This is an optimization exercise on Yosys and OpenROAD, whose aim is small area and a short achievable clock period, not a production implementation. In this exercise RTL edits were held to simulation tests only and were not proved equivalent to the original. Power is estimated from default activity; no workload was simulated.

## run 1
// cpu_system
module cpu_system(input logic clk, reset,
input logic nextInstr, inputInstr, prevData, nextData,
input logic [15:0] inputInstruction,
output logic [15:0] nextInstruction,
output logic [4:0] pc,
output logic [3:0] dispAddr,
output logic [7:0] dispData);
export LEC_CHECK = 0
export CAP_MARGIN = 20
export CORE_MARGIN = 2
export CORE_UTILIZATION = 60
export CTS_CLUSTER_DIAMETER = 100
export CTS_CLUSTER_SIZE = 30
export SETUP_SLACK_MARGIN = 4.2
export SLEW_MARGIN = 20
export SYNTH_HIERARCHICAL = 1
export SYNTH_MINIMUM_KEEP_SIZE = 0
export TNS_END_PERCENT = 5
create_clock -name core_clock -period 6.5 [get_ports {clk}]
standard.sh (not shown) runs the stock make flow with config.mk's settings and CLKGATE_MAP_FILE= SYNTH_SCRIPT=/design/flow/synth_recipe.tcl, a recipe that flattens the netlist after the stock synthesis.
==> flow/flow/run.sh <==
#!/bin/bash
# The standard layout, with two ORFS settings changed:
# - the port buffers are buf_4 cells instead of the buffer buffer_ports picks
#   by default (a slow delay cell on this platform);
# - timing repair may swap a cell for one with a different footprint.
set -euo pipefail
bash standard.sh \
  "BUFFER_PORTS_ARGS=-buffer_cell sky130_fd_sc_hd__buf_4" \
  MATCH_CELL_FOOTPRINT=0 \
  finish > standard.log 2>&1
What run 2 does differently from run 1 at the input level:
# run 1
export LEC_CHECK = 0
export CAP_MARGIN = 20
export CORE_MARGIN = 2
export CORE_UTILIZATION = 60
export CTS_CLUSTER_DIAMETER = 100
export CTS_CLUSTER_SIZE = 30
export SETUP_SLACK_MARGIN = 4.2
export SLEW_MARGIN = 20
export SYNTH_HIERARCHICAL = 1
export SYNTH_MINIMUM_KEEP_SIZE = 0
export TNS_END_PERCENT = 5
create_clock -name core_clock -period 6.5 [get_ports {clk}]
# run 2
export LEC_CHECK = 0
export CAP_MARGIN = 20
export CORE_MARGIN = 2
export CORE_UTILIZATION = 60
export CTS_CLUSTER_DIAMETER = 100
export CTS_CLUSTER_SIZE = 20
export SETUP_SLACK_MARGIN = 4.2
export SLEW_MARGIN = 20
export SYNTH_HIERARCHICAL = 1
export SYNTH_MINIMUM_KEEP_SIZE = 0
export TNS_END_PERCENT = 5
create_clock -name core_clock -period 6.5 [get_ports {clk}]
==> flow/flow/run.sh <==
#!/bin/bash
# The standard layout, with two ORFS settings changed:
# - the port buffers are buf_2 cells instead of the buffer buffer_ports picks
#   by default (a slow delay cell on this platform);
# - timing repair may swap a cell for one with a different footprint.
set -euo pipefail
bash standard.sh \
  "BUFFER_PORTS_ARGS=-buffer_cell sky130_fd_sc_hd__buf_2" \
  MATCH_CELL_FOOTPRINT=0 \
  finish > standard.log 2>&1
[summary]
Run 2 vs. run 1: area share of buffers outside the clock network grew by 0.26 points; largest stage delay on the critical path shrank by 0.07 ns; design area grew by 2.6%; power in combinational cells grew by about 7%; number of detailed-routing iterations run before antenna repair grew by 1.
## Diff of input files: run 3 against run 2
# run 2
export LEC_CHECK = 0
export CAP_MARGIN = 20
export CORE_MARGIN = 2
export CORE_UTILIZATION = 60
export CTS_CLUSTER_DIAMETER = 100
export CTS_CLUSTER_SIZE = 20
export SETUP_SLACK_MARGIN = 4.2
export SLEW_MARGIN = 20
export SYNTH_HIERARCHICAL = 1
export SYNTH_MINIMUM_KEEP_SIZE = 0
export TNS_END_PERCENT = 5
create_clock -name core_clock -period 6.5 [get_ports {clk}]
# run 3
export LEC_CHECK = 0
export CAP_MARGIN = 20
export CORE_MARGIN = 2
export CORE_UTILIZATION = 60
export CTS_CLUSTER_DIAMETER = 100
export CTS_CLUSTER_SIZE = 25
export SETUP_SLACK_MARGIN = 3.8
export SLEW_MARGIN = 20
export SYNTH_HIERARCHICAL = 1
export SYNTH_MINIMUM_KEEP_SIZE = 0
export TNS_END_PERCENT = 5
create_clock -name core_clock -period 6.5 [get_ports {clk}]
Results
Run 2 → run 3: number of fill cells in the layout went up by 130, register area was more or less identical, routed wire length went down by about 3.2%. Diff run 2 -> run 3: met3 routing resource usage after global routing down 0.55 points; sum of internal, switching and leakage power down about 7%; first-pass GRT wire length down about 1.4%; critical path depth down 2. The final reports for run 3 and run 2 show final setup slack of the worst path lower in the former.
What run 4 does differently from run 3 at the input level:
# run 3
export LEC_CHECK = 0
export CAP_MARGIN = 20
export CORE_MARGIN = 2
export CORE_UTILIZATION = 60
export CTS_CLUSTER_DIAMETER = 100
export CTS_CLUSTER_SIZE = 25
export SETUP_SLACK_MARGIN = 3.8
export SLEW_MARGIN = 20
export SYNTH_HIERARCHICAL = 1
export SYNTH_MINIMUM_KEEP_SIZE = 0
export TNS_END_PERCENT = 5
create_clock -name core_clock -period 6.5 [get_ports {clk}]
# run 4
export LEC_CHECK = 0
export CAP_MARGIN = 20
export CORE_MARGIN = 2
export CORE_UTILIZATION = 60
export CTS_CLUSTER_DIAMETER = 100
export CTS_CLUSTER_SIZE = 20
export SETUP_SLACK_MARGIN = 3.7
export SLEW_MARGIN = 20
export SYNTH_HIERARCHICAL = 1
export SYNTH_MINIMUM_KEEP_SIZE = 0
export TNS_END_PERCENT = 5
create_clock -name core_clock -period 6.5 [get_ports {clk}]
[summary]
- Going from run 3 to run 4, clock share of power grows by 2.5 points.
- Run 4: done, clean on timing, DRC and antenna
- Global-route total usage across every layer, run 4 and run 3, higher one = run 3.
- Post-route cell area shrinks slightly when moving from run 3 to run 4.
- [compare] base=run 3 new=run 4: power up 0.15 mW, combined area of the multi-input logic cells fell 120 sq um, least setup slack across all paths after layout down 0.023 ns.
- Summary: wire length of the first global-routing pass, run 4 better than run 3
For run 5, these inputs were changed with respect to run 4:
# run 4
export LEC_CHECK = 0
export CAP_MARGIN = 20
export CORE_MARGIN = 2
export CORE_UTILIZATION = 60
export CTS_CLUSTER_DIAMETER = 100
export CTS_CLUSTER_SIZE = 20
export SETUP_SLACK_MARGIN = 3.7
export SLEW_MARGIN = 20
export SYNTH_HIERARCHICAL = 1
export SYNTH_MINIMUM_KEEP_SIZE = 0
export TNS_END_PERCENT = 5
create_clock -name core_clock -period 6.5 [get_ports {clk}]
# run 5
export LEC_CHECK = 0
export CAP_MARGIN = 20
export CORE_MARGIN = 2
export CORE_UTILIZATION = 60
export CTS_CLUSTER_DIAMETER = 100
export CTS_CLUSTER_SIZE = 20
export SETUP_SLACK_MARGIN = 3.8
export SLEW_MARGIN = 20
export SYNTH_HIERARCHICAL = 1
export SYNTH_MINIMUM_KEEP_SIZE = 0
export TNS_END_PERCENT = 5
create_clock -name core_clock -period 6.5 [get_ports {clk}]
Looking at the reports, run 5 completed the entire flow and the layout it produced met the timing, DRC and antenna checks.
Any difference in fraction of the core area covered by cells at the end of the flow between run 4 and run 5 is small enough to ignore.
Looking at post-CTS setup-driven buffer insertion count across run 5 and run 4, the one that comes out lower is run 4.
Any difference in via count between run 4 and run 5 is small enough to ignore.
The setup slack in run 5 sits 0.067 ns above the value recorded for run 4.
From run 5 to run 4, global-route congestion overflow total did not move at all.
In run 5, the switching fraction of total power came out 0.15 points above the value in run 4.
Summary of run 5 over run 4: final-layout non-clock buffer area share saw little to no change; overall power after layout went down by about 0.9%.
Re overall track demand over capacity in global routing: run 4 was lower than run 5.
Of run 5 and run 4, it is run 5 that has the lower count of non-CTS buffers in the layout.
Reported for run 5 and run 4, final hold violation count turned out identical to the last digit.

========
rev 12:
Another version of the RTL of cpu_system (not shown whole).
Size in the first run: about 1700 cells after synthesis, about 55 I/O pins.
Settings: LEC_CHECK=0, CAP_MARGIN=20, CORE_MARGIN=2, CORE_UTILIZATION=60, SETUP_SLACK_MARGIN=4.2, SLEW_MARGIN=20, SYNTH_HIERARCHICAL=1, SYNTH_MINIMUM_KEEP_SIZE=0, TNS_END_PERCENT=5; clock period 6.5 ns.
==> flow/flow/run.sh <==
#!/bin/bash
# The standard layout, with two ORFS settings changed:
# - the port buffers are buf_4 cells instead of the buffer buffer_ports picks
#   by default (a slow delay cell on this platform);
# - timing repair may swap a cell for one with a different footprint.
set -euo pipefail
bash standard.sh \
  "BUFFER_PORTS_ARGS=-buffer_cell sky130_fd_sc_hd__buf_4" \
  MATCH_CELL_FOOTPRINT=0 \
  finish > standard.log 2>&1
Rev 12 finished every step from synthesis to the final layout, and the layout passed the timing, DRC and antenna checks.
The inputs of rev 13 differ from those of rev 12 as listed below.
==> flow/run.sh (new file) <==
#!/bin/bash
# synth_recipe.tcl (not shown) runs the flow's synth.tcl, then flattens the netlist and writes it again
# the make line also repeats each setting of config.mk as NAME=value (left out here)
make -C /OpenROAD-flow-scripts/flow DESIGN_CONFIG=/design/flow/config.mk WORK_HOME=/design/flow/orfs CLKGATE_MAP_FILE= SYNTH_SCRIPT=/design/flow/synth_recipe.tcl finish
removed: flow/flow/run.sh
removed: flow/standard.sh
==> comparison <==
A highest routing layer actually used of met5 is what rev 13 shows, while met4 belongs to rev 12. Relative to rev 12, combinational power share has increased by 0.4 points in rev 13. Rev 13 vs rev 12, destination of the critical timing path: opa[7] vs opb[5]. Summary of rev 13 over rev 12: maximum achievable frequency decreased by 13 MHz relative to the old numbers, share of the core filled with cells higher, clock period minus final worst setup slack went up 0.11 ns, first-pass GRT wire length shows an increase of 2.4 mm.

afterwards: timing with drivers on the ports:
In the flow no input, the clock included, has a driving cell. The finished layouts below were timed again as built, in two steps.
Step 1 (the two cells are an assumption about what drives the block):
set clk [get_ports {clk}]
set_driving_cell -lib_cell sky130_fd_sc_hd__clkbuf_16 $clk
set_driving_cell -lib_cell sky130_fd_sc_hd__buf_2 [delete_from_list [all_inputs] $clk]
Step 2 adds t to the input delays and takes it off the output delays; t is the mean of the earliest and latest rising clock arrival at the registers after step 1. Input paths then give back, and output paths get back, about the clock's delay inside the block.
Three values: ideal ports, drivers, drivers and shift; two values: the first two.
| run | t, ns | setup slack, ns | clock arrival spread, ns | worst register clock-pin slew, ns | worst data-port slew with drivers (ns) |
|---|---|---|---|---|---|
| run 1 | 0.567 | 3.604 / 3.604 / 3.048 | 0.020 / 0.020 | 0.12 / 0.12 | 0.17 |
| run 2 | 0.571 | 3.687 / 3.616 / 3.045 | 0.030 / 0.030 | 0.09 / 0.09 | 0.17 |
| run 3 | 0.570 | 3.613 / 3.503 / 2.933 | 0.026 / 0.026 | 0.11 / 0.11 | 0.18 |
| run 4 | 0.573 | 3.591 / 3.577 / 3.004 | 0.025 / 0.025 | 0.09 / 0.09 | 0.06 |
| run 5 | 0.573 | 3.658 / 3.579 / 3.006 | 0.029 / 0.029 | 0.09 / 0.09 | 0.13 |
| rev 12 | 0.562 | 3.686 / 3.543 / 2.981 | 0.016 / 0.016 | 0.06 / 0.06 | 0.22 |
| rev 13 | 0.577 | 3.579 / 3.579 / 3.002 | 0.025 / 0.025 | 0.06 / 0.06 | 0.14 |
After both steps every run listed still meets setup and hold. The setup slack of rev 12, which loses most, moves by -0.143 ns with the drivers and by -0.705 ns with both steps.
